From an optimization exercise on the open Yosys and OpenROAD flow, aimed at small area and a short achievable clock period; shortcuts taken in it are not production practice.
Only the layout flow was run in this run; the RTL was not checked for function there.

--- run.sh ---
#!/bin/bash
# synth_recipe.tcl (not shown) runs the flow's synth.tcl, then flattens the netlist and writes it again
# the make line also repeats each setting of config.mk as NAME=value (left out here)
make -C /OpenROAD-flow-scripts/flow DESIGN_CONFIG=/design/flow/config.mk WORK_HOME=/design/flow/orfs CLKGATE_MAP_FILE= SYNTH_SCRIPT=/design/flow/synth_recipe.tcl finish
--- config.mk ---
export PLATFORM = sky130hd
export DESIGN_NAME = FFT64
export DESIGN_NICKNAME = FFT64
export VERILOG_FILES = /design/flow/design.v
export SDC_FILE = /design/flow/constraint.sdc
export NUM_CORES = 8
export LEC_CHECK = 0
export CAP_MARGIN = 20
export CORE_MARGIN = 2
export CORE_UTILIZATION = 40
export SLEW_MARGIN = 20
--- constraint.sdc ---
create_clock -name core_clock -period 11.0 [get_ports {clk}]
set_input_delay 2.2000 -clock core_clock [delete_from_list [all_inputs] [get_ports {clk}]]
set_output_delay 2.2000 -clock core_clock [all_outputs]
set_load 0.01 [all_outputs]
--- design.v ---
module butterfly #(
    parameter WIDTH = 16
) (
    input  [WIDTH-1:0] d0_re,
    input  [WIDTH-1:0] d0_img,
    input  [WIDTH-1:0] d1_re,
    input  [WIDTH-1:0] d1_img,
    output [WIDTH-1:0] out0_re,
    output [WIDTH-1:0] out0_img,
    output [WIDTH-1:0] out1_re,
    output [WIDTH-1:0] out1_img
);
assign out0_re  = d1_re - d0_re;
assign out0_img = d1_img - d0_img;
assign out1_re  = d1_re + d0_re;
assign out1_img = d1_img + d0_img;
endmodule
module delaybuffer #(
    parameter depth = 32,
              width = 16,
              TAP   = 0
) (
    input              clk,
    input  [width-1:0] in_re,
    input  [width-1:0] in_img,
    output [width-1:0] out_re,
    output [width-1:0] out_img,
    output [width-1:0] tap_re,
    output [width-1:0] tap_img
);
reg [width-1:0] shift_re  [depth-1:0];
reg [width-1:0] shift_img [depth-1:0];
assign out_re  = shift_re[depth-1];
assign out_img = shift_img[depth-1];
assign tap_re  = shift_re[depth-1-TAP];
assign tap_img = shift_img[depth-1-TAP];
integer i;
always @(posedge clk) begin
    for (i = depth-1; i > 0; i = i-1) begin
        shift_re[i]  <= shift_re[i-1];
        shift_img[i] <= shift_img[i-1];
    end
    shift_re[0]  <= in_re;
    shift_img[0] <= in_img;
end
endmodule
module multiply (
    input                    clk,
    input             [4:0]  addr,
    input      signed [15:0] a_re,
    input      signed [15:0] a_img,
    output reg signed [15:0] c_re,
    output reg signed [15:0] c_img
);
wire signed [8:0] w_re, w_im;
twiddle u_tw(.addr(addr), .tw_re(w_re), .tw_img(w_im));
wire signed [24:0] p1 = a_re * w_re;
wire signed [24:0] p2 = a_img * w_im;
wire signed [24:0] p3 = a_re * w_im;
wire signed [24:0] p4 = a_img * w_re;
reg [15:0] q1, q2, q3, q4;
always @(posedge clk) begin
    q1 <= p1[23:8];
    q2 <= p2[23:8];
    q3 <= p3[23:8];
    q4 <= p4[23:8];
    c_re  <= q1 - q2;
    c_img <= q3 + q4;
end
endmodule
module twiddle (
    input      [4:0] addr,
    output reg [8:0] tw_re,
    output reg [8:0] tw_img
);
always @(*) begin
    case (addr)
        5'd0 : begin tw_re = 9'h000; tw_img = 9'h000; end  
        5'd1 : begin tw_re = 9'h0FF; tw_img = 9'h1E7; end
        5'd2 : begin tw_re = 9'h0FB; tw_img = 9'h1CE; end
        5'd3 : begin tw_re = 9'h0F5; tw_img = 9'h1B6; end
        5'd4 : begin tw_re = 9'h0ED; tw_img = 9'h19E; end
        5'd5 : begin tw_re = 9'h0E2; tw_img = 9'h187; end
        5'd6 : begin tw_re = 9'h0D5; tw_img = 9'h172; end
        5'd7 : begin tw_re = 9'h0C6; tw_img = 9'h15E; end
        5'd8 : begin tw_re = 9'h0B5; tw_img = 9'h14B; end
        5'd9 : begin tw_re = 9'h0A2; tw_img = 9'h13A; end
        5'd10: begin tw_re = 9'h08E; tw_img = 9'h12B; end
        5'd11: begin tw_re = 9'h079; tw_img = 9'h11E; end
        5'd12: begin tw_re = 9'h062; tw_img = 9'h113; end
        5'd13: begin tw_re = 9'h04A; tw_img = 9'h10B; end
        5'd14: begin tw_re = 9'h032; tw_img = 9'h105; end
        5'd15: begin tw_re = 9'h019; tw_img = 9'h101; end
        5'd16: begin tw_re = 9'h000; tw_img = 9'h100; end
        5'd17: begin tw_re = 9'h1E7; tw_img = 9'h101; end
        5'd18: begin tw_re = 9'h1CE; tw_img = 9'h105; end
        5'd19: begin tw_re = 9'h1B6; tw_img = 9'h10B; end
        5'd20: begin tw_re = 9'h19E; tw_img = 9'h113; end
        5'd21: begin tw_re = 9'h187; tw_img = 9'h11E; end
        5'd22: begin tw_re = 9'h172; tw_img = 9'h12B; end
        5'd23: begin tw_re = 9'h15E; tw_img = 9'h13A; end
        5'd24: begin tw_re = 9'h14B; tw_img = 9'h14B; end
        5'd25: begin tw_re = 9'h13A; tw_img = 9'h15E; end
        5'd26: begin tw_re = 9'h12B; tw_img = 9'h172; end
        5'd27: begin tw_re = 9'h11E; tw_img = 9'h187; end
        5'd28: begin tw_re = 9'h113; tw_img = 9'h19E; end
        5'd29: begin tw_re = 9'h10B; tw_img = 9'h1B6; end
        5'd30: begin tw_re = 9'h105; tw_img = 9'h1CE; end
        default: begin tw_re = 9'h101; tw_img = 9'h1E7; end
    endcase
end
endmodule
module sdfunit #(
    parameter D    = 32,
              LD   = 5,       
              M    = 1,       
              OFF  = 0,
              KIND = 0
) (
    input                    clk,
    input             [5:0]  cnt,
    input             [15:0] di_re,
    input             [15:0] di_img,
    output reg        [15:0] do_re,
    output reg        [15:0] do_img
);
wire [5:0]  u6 = cnt - OFF;
wire [LD:0] ph = u6[LD:0];
wire        p2 = ph[LD];
wire [15:0] db_re, db_img, tap_re, tap_img;
wire [15:0] dif_re, dif_img, sum_re, sum_img;
butterfly bf (
    .d0_re(di_re), .d0_img(di_img), .d1_re(db_re), .d1_img(db_img),
    .out0_re(dif_re), .out0_img(dif_img), .out1_re(sum_re), .out1_img(sum_img)
);
delaybuffer #(.depth(D), .width(16), .TAP(KIND == 0 ? 2 : 0)) dl (
    .clk(clk),
    .in_re (p2 ? dif_re  : di_re),
    .in_img(p2 ? dif_img : di_img),
    .out_re(db_re), .out_img(db_img),
    .tap_re(tap_re), .tap_img(tap_img)
);
wire [15:0] pr_re, pr_img;
generate
if (KIND == 0) begin : g_mul
    wire [LD:0] mt = ph + 2'd2;           
    wire [4:0]  addr = mt[LD-1:0] * M;
    wire [15:0] c_re, c_img;
    multiply mul (.clk(clk), .addr(addr), .a_re(tap_re), .a_img(tap_img),
                  .c_re(c_re), .c_img(c_img));
    wire m0 = (ph[LD-1:0] == 0);
    assign pr_re  = m0 ? db_re  : c_re;
    assign pr_img = m0 ? db_img : c_img;
end else if (KIND == 1) begin : g_j
    assign pr_re  = ph[0] ? db_img : db_re;
    assign pr_img = ph[0] ? (16'd0 - db_re) : db_img;
end else begin : g_none
    assign pr_re  = db_re;
    assign pr_img = db_img;
end
endgenerate
always @(posedge clk) begin
    do_re  <= p2 ? sum_re  : pr_re;
    do_img <= p2 ? sum_img : pr_img;
end
endmodule
module FFT64 #(
    parameter width = 16
) (
    input                           clk,
    input                           rst_n,
    input                           di_en,
    input       signed  [width-1:0] di_re,
    input       signed  [width-1:0] di_img,
    output reg                      do_en,
    output reg  signed  [width-1:0] do_re,
    output reg  signed  [width-1:0] do_img
);
localparam O1 = 0, O2 = O1 + 33, O3 = O2 + 17, O4 = O3 + 9, O5 = O4 + 5,
           O6 = O5 + 3, O7 = O6 + 2;           
localparam OA = O7, OB = OA + 31, OC = OB + 14, OD = OC + 4;  
localparam OUT0 = OD + 1;                      
reg        started, f1;
reg [5:0]  cnt;
always @(posedge clk or negedge rst_n) begin
    if (!rst_n) begin
        started <= 1'b0;
        cnt     <= 6'd0;
        f1      <= 1'b0;
        do_en   <= 1'b0;
    end else begin
        started <= started | di_en;
        if (started) cnt <= cnt + 6'd1;
        if (started && cnt == 6'd63) f1 <= 1'b1;
        if (f1 && cnt == (OUT0 - 65)) do_en <= 1'b1;
    end
end
reg [15:0] in_re, in_img;
always @(posedge clk) begin
    in_re  <= di_re;
    in_img <= di_img;
end
wire [15:0] s1_re, s1_im, s2_re, s2_im, s3_re, s3_im, s4_re, s4_im,
            s5_re, s5_im, s6_re, s6_im;
sdfunit #(.D(32), .LD(5), .M(1),  .OFF(O1), .KIND(0)) u1 (.clk(clk), .cnt(cnt),
    .di_re(in_re), .di_img(in_img), .do_re(s1_re), .do_img(s1_im));
sdfunit #(.D(16), .LD(4), .M(2),  .OFF(O2), .KIND(0)) u2 (.clk(clk), .cnt(cnt),
    .di_re(s1_re), .di_img(s1_im), .do_re(s2_re), .do_img(s2_im));
sdfunit #(.D(8),  .LD(3), .M(4),  .OFF(O3), .KIND(0)) u3 (.clk(clk), .cnt(cnt),
    .di_re(s2_re), .di_img(s2_im), .do_re(s3_re), .do_img(s3_im));
sdfunit #(.D(4),  .LD(2), .M(8),  .OFF(O4), .KIND(0)) u4 (.clk(clk), .cnt(cnt),
    .di_re(s3_re), .di_img(s3_im), .do_re(s4_re), .do_img(s4_im));
sdfunit #(.D(2),  .LD(1), .M(16), .OFF(O5), .KIND(1)) u5 (.clk(clk), .cnt(cnt),
    .di_re(s4_re), .di_img(s4_im), .do_re(s5_re), .do_img(s5_im));
sdfunit #(.D(1),  .LD(0), .M(32), .OFF(O6), .KIND(2)) u6 (.clk(clk), .cnt(cnt),
    .di_re(s5_re), .di_img(s5_im), .do_re(s6_re), .do_img(s6_im));
wire [5:0] ua = cnt - OA, ub = cnt - OB, uc = cnt - OC;
wire sa = ua[5] & ~ua[0];
wire sb = ub[4] & ~ub[1];
wire sc = uc[3] & ~uc[2];
wire [15:0] la_re, la_im, lb_re, lb_im, lc_re, lc_im, unused0, unused1;
wire [15:0] ra_re = sa ? s6_re : la_re;
wire [15:0] ra_im = sa ? s6_im : la_im;
wire [15:0] rb_re = sb ? ra_re : lb_re;
wire [15:0] rb_im = sb ? ra_im : lb_im;
wire [15:0] rc_re = sc ? rb_re : lc_re;
wire [15:0] rc_im = sc ? rb_im : lc_im;
delaybuffer #(.depth(31), .width(16)) dla (.clk(clk),
    .in_re(sa ? la_re : s6_re), .in_img(sa ? la_im : s6_im),
    .out_re(la_re), .out_img(la_im), .tap_re(), .tap_img());
delaybuffer #(.depth(14), .width(16)) dlb (.clk(clk),
    .in_re(sb ? lb_re : ra_re), .in_img(sb ? lb_im : ra_im),
    .out_re(lb_re), .out_img(lb_im), .tap_re(), .tap_img());
delaybuffer #(.depth(4), .width(16)) dlc (.clk(clk),
    .in_re(sc ? lc_re : rb_re), .in_img(sc ? lc_im : rb_im),
    .out_re(lc_re), .out_img(lc_im), .tap_re(), .tap_img());
always @(posedge clk) begin
    do_re  <= rc_re;
    do_img <= rc_im;
end
endmodule
==> metrics.csv <==
metric;value;unit
crit_slowest_cell;o21ai_2;
so_faults;max-capacitance violations, max-slew violations;
syn_area;182500;sq um
drt_iter0_markers;5867;
clk_latency;1030;ps
cp-start-kind;register;
cts_buffer_depth;4;
gp_congestion;0.8461;
cp.required;11860;ps
synth.yosys.warnings;36;
grt.overflow.total;0;
worstPathMaxFanout;48;
fmax;104.9;MHz
clock-root-buffer;clkbuf_16;
drt_first_pass_iters;6;
drive_above_1_share;6.617;%
ys_ff_latch;4233;
io_pins;68;
synth.area.top_cells;dfxtp_1, fa_1, ha_1, inv_1, nand2_1;
antenna_left;0;
synth-edff-count;0;
cts_tree;yes;
maxSlewViolCount;2;
antenna_found_initial;25;
yosys.area.top_type;dfxtp_1;
rsz0062_at_grt;no;
status;finished with violations;
hpwl;282.8;mm
post-route-period-util;86.65;%
numCtsBuffers;408;
die_w;679.4;um
wire_per_inst;16.74;um
setup_tns;0;ps
path_class;register to register;
h-tree-depth;5;
grt_pass1_vias;108200;
seq_area_frac_synth;46.47;%
wl;382.2;mm
layout_commonest_cell;dfxtp_1;
cp.arrival;10390;ps
num_vias;106000;
tightestPinTransition;1517;ps
viasPerCell;4.643;
port_buffers;67;
synthDominantCellAreaShare;46.34;%
layout_common_cells;dfxtp_1, inv_1, fa_1;
finalSetupViolations;0;
critical_path.endpoint_type;register;
core;455200;sq um
synth.distinct_cells;89;
fin_util;45.07;%
cts.sinks;4233;
grt_pass1_wl;609.2;mm
die_h;679.4;um
slowest_delay;820;ps
min_path_type;register to register;
globalRouteTotalUtil;16.70;%
grt_max_degree;77;
rows;248;
synth_cells;16320;
drc_errors;0;
postCtsSetupBuffers;0;
syn_to_final_growth;12.44;%
nNetsFinal;19500;
synth_ff_type;dfxtp_1;
synth-async-reset-ratio;0.2126;%
start_util;40.09;%
syn_avg_cell_area;11.18;sq um
slew_headroom;-2.227;%
cts.clk_slew.worst_paths;60;ps
cts-resized-gates;0;
cap_violations;1;
hold_violations;0;
finClkSkew;87.31;ps
postCtsHoldBufs;0;
dieArea;461600;sq um
period_minus_slack;9532;ps
holdWs;247.7;ps
[sequential cells by signal, indices dropped and copies added, names as in the netlist, 128 cells and up]
register,flops
dla.shift_re,496
u3.dl.shift_img,128
u1.dl.shift_re,512
dlb.shift_img,224
dlb.shift_re,224
dla.shift_img,496
u1.dl.shift_img,512
u2.dl.shift_re,256
u3.dl.shift_re,128
u2.dl.shift_img,256
[per-layer routing]
layer | vias to the layer above | routed length (um) | track usage [%]
li1 | 51720 | - | -
met1 | 51750 | 173200 | 22.21
met2 | 1908 | 179700 | 27.97
met3 | 596 | 15790 | 2.233
met4 | 2 | 13500 | 5.697
met5 | - | 13 | 0
[layout make-up]
cell class / count / area [sq um]
multi-input cells: 9421 / 87970
flip-flops and latches: 4233 / 84800
inverters: 2169 / 8142
clock buffers: 535 / 11570
repair buffers: 229 / 1891
well taps: 6000 / 7507
clock inverters: 219 / 3241
diodes: 20 / 50.05
fillers: 42160 / 250000
[per-stage QoR]
stage | worst slack, ps | instance area [sq um] | instances
global route | 775.1 | 205100 | 22820
global placement | 1286 | 190300 | 22050
detailed placement | 1501 | 190300 | 22050
CTS | 1412 | 205100 | 22810
floorplan | 1742 | 182500 | 16320
finish | 1468 | 205200 | 22830
[synth_stat cells (206+ instances only)]
cell type,n
dfxtp_1,4224
fa_1,1673
and2_1,705
ha_1,1328
nor2b_1,206
nand2_1,1297
inv_1,2163
o21ai_0,524
clkbuf_1,436
nor2_1,760
xnor2_1,539
a21oi_1,535
[critical path: cells and delay by family, from the launching register on]
family	cells	cell delay [ps]
buffers and inverters	6	760
and+or+nand+nor	6	1430
xor gates and xnor gates	2	570
adders and majority gates	8	3830
DFF	1	800
AOI/OAI and AO/OA	7	2030
[kinds of logic after synthesis]
group                    synth area share, %
flip-flops                             46.47
buffers and inverters                  5.516
AO/OA/AOI/OAI                          6.069
multiplexers                           1.515
XOR/XNOR                               3.367
AND/OR/NAND/NOR                        9.602
adder cells (fa/ha/maj)                27.46
other                               0.004116
[path summary, 6_finish.rpt]
check | from | to | slack (ps) | depth (start not counted)
max in group asynchronous | rst_n | cnt[0] | 8830 | 1
worst min register to register | dla.shift_re[9][4] | dla.shift_re[10][4] | 250 | 0
worst max register to register | cnt[0] | u2.g_mul.mul.q1[15] | 1470 | 29
min in group asynchronous | rst_n | cnt[1] | 1660 | 1
worst max-delay path | cnt[0] | u2.g_mul.mul.q1[15] | 1470 | 29
worst min-delay path | dla.shift_re[9][4] | dla.shift_re[10][4] | 250 | 0

-- re-timing with driven ports --
The results above use ideal ports. As a check the final layout listed here was re-extracted and re-timed, cells and wires unchanged.
Step 1 sets driving cells, clkbuf_16 on the clock port and buf_2 on the other inputs (assumed; they add their load-dependent delay and slew).
Step 2 also shifts input and output timing later by t, the mid clock arrival at the registers, as if the neighbouring blocks saw the same clock.
Three values: ideal, step 1, step 2; two values: the first two.
t (ns): 1.068
setup WS [ns]: 1.468 / 1.468 / 1.468
latest minus earliest clock arrival (ns): 0.147 / 0.146
slew at the worst register clock pin (ns): 0.08 / 0.08
worst data-port slew with drivers (ns): 0.08
The setup slack of this run moves by 0.000 ns with the drivers and by 0.000 ns with both steps.
